Context: an optimization exercise on an open-source flow, tuned for small area. The choices shown serve that exercise and are no tape-out recipe.
Only simulation tests tie the RTL to the original design; equivalence was not proved.
The clock input has no modelled driver; a real chip could not lean on it and would need a root buffer or a full tree.

## Wlaz_kot
module Wlaz_kot(
  input iCLK,
  input iRST,
  output oSOUND
);
export LEC_CHECK = 0
export CAP_MARGIN = 20
export CORE_AREA = 2.3 2.72 57.5 59.84
export DIE_AREA = 0 0 59.8 62.56
export PLACE_DENSITY = 0.95
export SLEW_MARGIN = 20
create_clock -name core_clock -period 10.0 [get_ports {iCLK}]
standard.sh (not shown) runs the stock make flow with config.mk's settings and CLKGATE_MAP_FILE= SYNTH_SCRIPT=/design/flow/synth_recipe.tcl, a recipe that flattens the netlist after the stock synthesis.
==> flow/flow/run.sh <==
#!/bin/bash
# Own flow: the standard layout (standard.sh's make command), with
#  - Yosys's ABC step given an area-oriented mapping script (flow/area.abc: rounds of &deepsyn
#    with fixed seeds and iteration limits, so the result is repeatable, each then mapped with
#    amap; the seeds were picked by trying several on this design) in place of ORFS's,
#  - no separate half/full-adder mapping (ABC maps the adders with the rest of the logic),
#  - port buffers of the smallest buffer cell.
# Each tool's output goes to the ORFS logs under orfs/logs; make's own output to flow.log.
set -euo pipefail
W=$(pwd)
export ONEBUF_CELL=sky130_fd_sc_hd__clkbuf_16
export ONEBUF_N=1
{
  head -n 1 synth_recipe.tcl
  echo "proc abc {args} { set i [lsearch -exact \$args -script]; if {\$i >= 0} { set args [lreplace \$args \$i [expr {\$i+1}] -script $W/flow/area.abc] }; yosys abc {*}\$args }"
  tail -n +2 synth_recipe.tcl
} > my_synth.tcl
sed -e "s|SYNTH_SCRIPT=[^ ]*|SYNTH_SCRIPT=$W/my_synth.tcl ADDER_MAP_FILE= 'CTS_ARGS=-sink_clustering_enable -repair_clock_nets -dont_use_dummy_load' POST_CTS_TCL=$W/flow/onebuf.tcl 'BUFFER_PORTS_ARGS=-buffer_cell sky130_fd_sc_hd__buf_1'|" standard.sh > my_standard.sh
bash my_standard.sh > flow.log 2>&1
==> flow/flow/onebuf.tcl <==
# Run after clock tree synthesis (POST_CTS_TCL): replace the tree that CTS built with ONEBUF_N
# clock buffers (cell ONEBUF_CELL), fed straight from the clock port, each driving one cluster
# of flip-flops found by k-means on their placed positions. Every flip-flop is one buffer away
# from the port; the port drives only the buffers' inputs. The buffers are then legalized.
set cell $::env(ONEBUF_CELL)
set block [ord::get_db_block]
set db [ord::get_db]
set port [$block findBTerm iCLK]
set rootnet [$port getNet]
# the clock network: nets reached from the port through buffers
set bufs {}
set sinks {}
set todo [list $rootnet]
set nets {}
while {[llength $todo] > 0} {
  set n [lindex $todo 0]
  set todo [lrange $todo 1 end]
  lappend nets $n
  foreach it [$n getITerms] {
    if {![$it isInputSignal]} { continue }
    set inst [$it getInst]
    set m [[$inst getMaster] getName]
    if {[string match "*clkbuf*" $m] || [string match "*clkinv*" $m] || [string match "*_buf_*" $m]} {
      lappend bufs $inst
      foreach o [$inst getITerms] {
        if {[$o isOutputSignal] && [$o getNet] ne "NULL"} { lappend todo [$o getNet] }
      }
    } else {
      lappend sinks $it
    }
  }
}
puts "onebuf: [llength $bufs] clock buffers, [llength $sinks] sinks"
foreach it $sinks { $it disconnect }
foreach inst $bufs {
  foreach it [$inst getITerms] { if {[$it getNet] ne "NULL" && [$it getNet] ne $rootnet} { set nn [$it getNet]; $it disconnect; if {[llength [$nn getITerms]] == 0} { odb::dbNet_destroy $nn } } }
  odb::dbInst_destroy $inst
}
set master [$db findMaster $cell]
$rootnet setSigType CLOCK
# k-means on the sinks' positions, one buffer per cluster
set nclu $::env(ONEBUF_N)
set pts {}
foreach it $sinks { set bb [[$it getInst] getBBox]; lappend pts [list [expr {([$bb xMin] + [$bb xMax]) / 2.0}] [expr {([$bb yMin] + [$bb yMax]) / 2.0}]] }
set sorted [lsort -real -index 0 $pts]
set cent {}
for {set k 0} {$k < $nclu} {incr k} { lappend cent [lindex $sorted [expr {int(($k + 0.5) * [llength $sorted] / $nclu)}]] }
for {set iter 0} {$iter < 50} {incr iter} {
  set asg {}
  foreach p $pts {
    set best 0; set bd 1e30
    for {set k 0} {$k < $nclu} {incr k} {
      set c [lindex $cent $k]
      set d [expr {abs([lindex $p 0] - [lindex $c 0]) + abs([lindex $p 1] - [lindex $c 1])}]
      if {$d < $bd} { set bd $d; set best $k }
    }
    lappend asg $best
  }
  set nc {}
  for {set k 0} {$k < $nclu} {incr k} {
    set sx 0; set sy 0; set n 0
    foreach p $pts a $asg { if {$a == $k} { set sx [expr {$sx + [lindex $p 0]}]; set sy [expr {$sy + [lindex $p 1]}]; incr n } }
    if {$n > 0} { lappend nc [list [expr {$sx / $n}] [expr {$sy / $n}]] } else { lappend nc [lindex $cent $k] }
  }
  set cent $nc
}
for {set k 0} {$k < $nclu} {incr k} {
  set b [odb::dbInst_create $block $master clkbuf_leaf_$k]
  set cn [odb::dbNet_create $block clknet_leaf_$k]
  $cn setSigType CLOCK
  [$b findITerm A] connect $rootnet
  [$b findITerm X] connect $cn
  set n 0
  foreach it $sinks a $asg { if {$a == $k} { $it connect $cn; incr n } }
  set c [lindex $cent $k]
  $b setLocation [expr {int([lindex $c 0])}] [expr {int([lindex $c 1])}]
  $b setPlacementStatus PLACED
  puts "onebuf: leaf $k drives $n sinks"
}
detailed_placement
check_placement
estimate_parasitics -placement
Other scripts of this flow, unchanged in this note and not shown: flow/flow/area.abc
The baseline went through all stages and came out clean.
Edit:
--- a/flow/flow/run.sh
+++ b/flow/flow/run.sh
@@ -9,6 +9,6 @@
 set -euo pipefail
 W=$(pwd)
-export ONEBUF_CELL=sky130_fd_sc_hd__clkbuf_16
-export ONEBUF_N=1
+export ONEBUF_CELL=sky130_fd_sc_hd__clkbuf_8
+export ONEBUF_N=2
 {
   head -n 1 synth_recipe.tcl
=> Critical path depth is unchanged. Worst hold slack barely changes. Setup slack improves by 0.037 ns. First-iteration DRC count is lower by 17%.
In every run of this note, the design's own scripts or RTL, not TritonCTS, make the clock network.


Another version of the RTL of Wlaz_kot (not shown whole).
Size: ~180 cells after synthesis, about 38 flip-flops.
// Wlaz_kot
module Wlaz_kot(
  input iCLK,
  input iRST,
  output oSOUND
);
clock: 10.0 ns
lec_check: 0
cap_margin: 20
core_area: 2.3 2.72 58.88 59.84
die_area: 0 0 61.18 62.56
place_density: 0.8
slew_margin: 20
==> flow/flow/run.sh <==
#!/bin/bash
# Own flow: the standard layout (standard.sh's make command), with
#  - Yosys's ABC step given an area-oriented mapping script (flow/area.abc) in place of ORFS's,
#  - no separate half/full-adder mapping (ABC maps the adders with the rest of the logic),
#  - after clock tree synthesis, the tree replaced by ONEBUF_N clock buffers fed straight from
#    the clock port, each driving one cluster of flip-flops (flow/onebuf.tcl),
#  - port buffers of the smallest buffer cell.
# Each tool's output goes to the ORFS logs under orfs/logs; make's own output to flow.log.
set -euo pipefail
W=$(pwd)
export ONEBUF_CELL=sky130_fd_sc_hd__clkbuf_8
export ONEBUF_N=3
{
  head -n 1 synth_recipe.tcl
  echo "proc abc {args} { set i [lsearch -exact \$args -script]; if {\$i >= 0} { set args [lreplace \$args \$i [expr {\$i+1}] -script $W/flow/area.abc] }; yosys abc {*}\$args }"
  tail -n +2 synth_recipe.tcl
} > my_synth.tcl
sed -e "s|SYNTH_SCRIPT=[^ ]*|SYNTH_SCRIPT=$W/my_synth.tcl ADDER_MAP_FILE= 'CTS_ARGS=-sink_clustering_enable -repair_clock_nets -dont_use_dummy_load' POST_CTS_TCL=$W/flow/onebuf.tcl 'BUFFER_PORTS_ARGS=-buffer_cell sky130_fd_sc_hd__buf_1'|" standard.sh > my_standard.sh
bash my_standard.sh > flow.log 2>&1
==> flow/flow/area.abc <==
strash
&get -n
&deepsyn -T 20
&put
amap
topo
==> flow/flow/onebuf.tcl <==
# Replace the clock tree that CTS built with a single clock buffer driving every flip-flop.
# The clock port then drives only that buffer's input.
set cell $::env(ONEBUF_CELL)
set block [ord::get_db_block]
set db [ord::get_db]
set port [$block findBTerm iCLK]
set rootnet [$port getNet]
# the clock network: nets reached from the port through buffers
set bufs {}
set sinks {}
set todo [list $rootnet]
set nets {}
while {[llength $todo] > 0} {
  set n [lindex $todo 0]
  set todo [lrange $todo 1 end]
  lappend nets $n
  foreach it [$n getITerms] {
    if {![$it isInputSignal]} { continue }
    set inst [$it getInst]
    set m [[$inst getMaster] getName]
    if {[string match "*clkbuf*" $m] || [string match "*clkinv*" $m] || [string match "*_buf_*" $m]} {
      lappend bufs $inst
      foreach o [$inst getITerms] {
        if {[$o isOutputSignal] && [$o getNet] ne "NULL"} { lappend todo [$o getNet] }
      }
    } else {
      lappend sinks $it
    }
  }
}
puts "onebuf: [llength $bufs] clock buffers, [llength $sinks] sinks"
foreach it $sinks { $it disconnect }
foreach inst $bufs {
  foreach it [$inst getITerms] { if {[$it getNet] ne "NULL" && [$it getNet] ne $rootnet} { set nn [$it getNet]; $it disconnect; if {[llength [$nn getITerms]] == 0} { odb::dbNet_destroy $nn } } }
  odb::dbInst_destroy $inst
}
set master [$db findMaster $cell]
$rootnet setSigType CLOCK
# k-means on the sinks' positions, one buffer per cluster
set nclu $::env(ONEBUF_N)
set pts {}
foreach it $sinks { set bb [[$it getInst] getBBox]; lappend pts [list [expr {([$bb xMin] + [$bb xMax]) / 2.0}] [expr {([$bb yMin] + [$bb yMax]) / 2.0}]] }
set sorted [lsort -real -index 0 $pts]
set cent {}
for {set k 0} {$k < $nclu} {incr k} { lappend cent [lindex $sorted [expr {int(($k + 0.5) * [llength $sorted] / $nclu)}]] }
for {set iter 0} {$iter < 50} {incr iter} {
  set asg {}
  foreach p $pts {
    set best 0; set bd 1e30
    for {set k 0} {$k < $nclu} {incr k} {
      set c [lindex $cent $k]
      set d [expr {abs([lindex $p 0] - [lindex $c 0]) + abs([lindex $p 1] - [lindex $c 1])}]
      if {$d < $bd} { set bd $d; set best $k }
    }
    lappend asg $best
  }
  set nc {}
  for {set k 0} {$k < $nclu} {incr k} {
    set sx 0; set sy 0; set n 0
    foreach p $pts a $asg { if {$a == $k} { set sx [expr {$sx + [lindex $p 0]}]; set sy [expr {$sy + [lindex $p 1]}]; incr n } }
    if {$n > 0} { lappend nc [list [expr {$sx / $n}] [expr {$sy / $n}]] } else { lappend nc [lindex $cent $k] }
  }
  set cent $nc
}
for {set k 0} {$k < $nclu} {incr k} {
  set b [odb::dbInst_create $block $master clkbuf_leaf_$k]
  set cn [odb::dbNet_create $block clknet_leaf_$k]
  $cn setSigType CLOCK
  [$b findITerm A] connect $rootnet
  [$b findITerm X] connect $cn
  set n 0
  foreach it $sinks a $asg { if {$a == $k} { $it connect $cn; incr n } }
  set c [lindex $cent $k]
  $b setLocation [expr {int([lindex $c 0])}] [expr {int([lindex $c 1])}]
  $b setPlacementStatus PLACED
  puts "onebuf: leaf $k drives $n sinks"
}
detailed_placement
check_placement
estimate_parasitics -placement
==> next run, changes <==
--- a/flow/flow/run.sh
+++ b/flow/flow/run.sh
@@ -1,5 +1,6 @@
 #!/bin/bash
 # Own flow: the standard layout (standard.sh's make command), with
-#  - Yosys's ABC step given an area-oriented mapping script (flow/area.abc) in place of ORFS's,
+#  - Yosys's ABC step given an area-oriented mapping script (flow/area.abc: rounds of &deepsyn
+#    with fixed seeds and iteration limits, so the result is repeatable, then amap) in place of ORFS's,
 #  - no separate half/full-adder mapping (ABC maps the adders with the rest of the logic),
 #  - after clock tree synthesis, the tree replaced by ONEBUF_N clock buffers fed straight from
@@ -10,5 +11,5 @@
 W=$(pwd)
 export ONEBUF_CELL=sky130_fd_sc_hd__clkbuf_8
-export ONEBUF_N=3
+export ONEBUF_N=2
 {
   head -n 1 synth_recipe.tcl
==> flow/flow/area.abc (replaced) <==
strash
&get -n
&deepsyn -J 200 -S 5
&put
amap
strash
&get -n
&deepsyn -J 200 -S 71
&put
amap
strash
&get -n
&deepsyn -J 200 -S 17
&put
amap
strash
&get -n
&deepsyn -J 200 -S 37
&put
amap
strash
&get -n
&deepsyn -J 200 -S 53
&put
amap
topo
- CORE_AREA: 2.3 2.72 58.88 59.84 -> 2.3 2.72 57.5 59.84
- DIE_AREA: 0 0 61.18 62.56 -> 0 0 59.8 62.56
- PLACE_DENSITY: 0.8 -> 0.95
Result: Via count shrinks by about 4%; global-route usage decreases by 2.1 points; register-to-register slack loses 0.13 ns; wire length came out lower by about 4%; design area fell by about 4%; clock skew rose by 0.0084 ns.
In every run of this note, the design's own scripts or RTL, not TritonCTS, make the clock network.

==> what the ideal ports hide <==
The flow's constraints put no driver on any port. The routed layouts listed below were extracted and timed again, unchanged, in two steps. Step 1, drivers: a clkbuf_16 drives iCLK and a buf_2 each remaining input, both assumed. Step 2 adds t to the input delays and takes it off the output delays; t is the mean of the earliest and latest rising clock arrival at the registers after step 1. Input paths then give back, and output paths get back, about the clock's delay inside the block. Three values: ideal ports, drivers, drivers and shift; two values: the first two.
run | t, ns | slack for setup (ns) | hold slack, ns | worst data-port slew with drivers (ns) | pins driven straight from the clock port
the first run of note 1 | 0.210 | 6.681 / 6.681 / 6.681 | 0.401 / 0.401 / 0.401 | 0.03 | 1
the second run of note 1 | 0.194 | 6.718 / 6.718 / 6.718 | 0.400 / 0.400 / 0.400 | 0.03 | 2
the first run of note 2 | 0.178 | 6.851 / 6.851 / 6.791 | 0.387 / 0.387 / 0.387 | 0.03 | 3
the second run of note 2 | 0.194 | 6.718 / 6.718 / 6.718 | 0.400 / 0.400 / 0.400 | 0.03 | 2
After both steps every run listed still meets setup and hold. For the first run of note 2, which loses most, drivers alone change the setup slack by 0.000 ns; drivers and shift together by -0.060 ns.
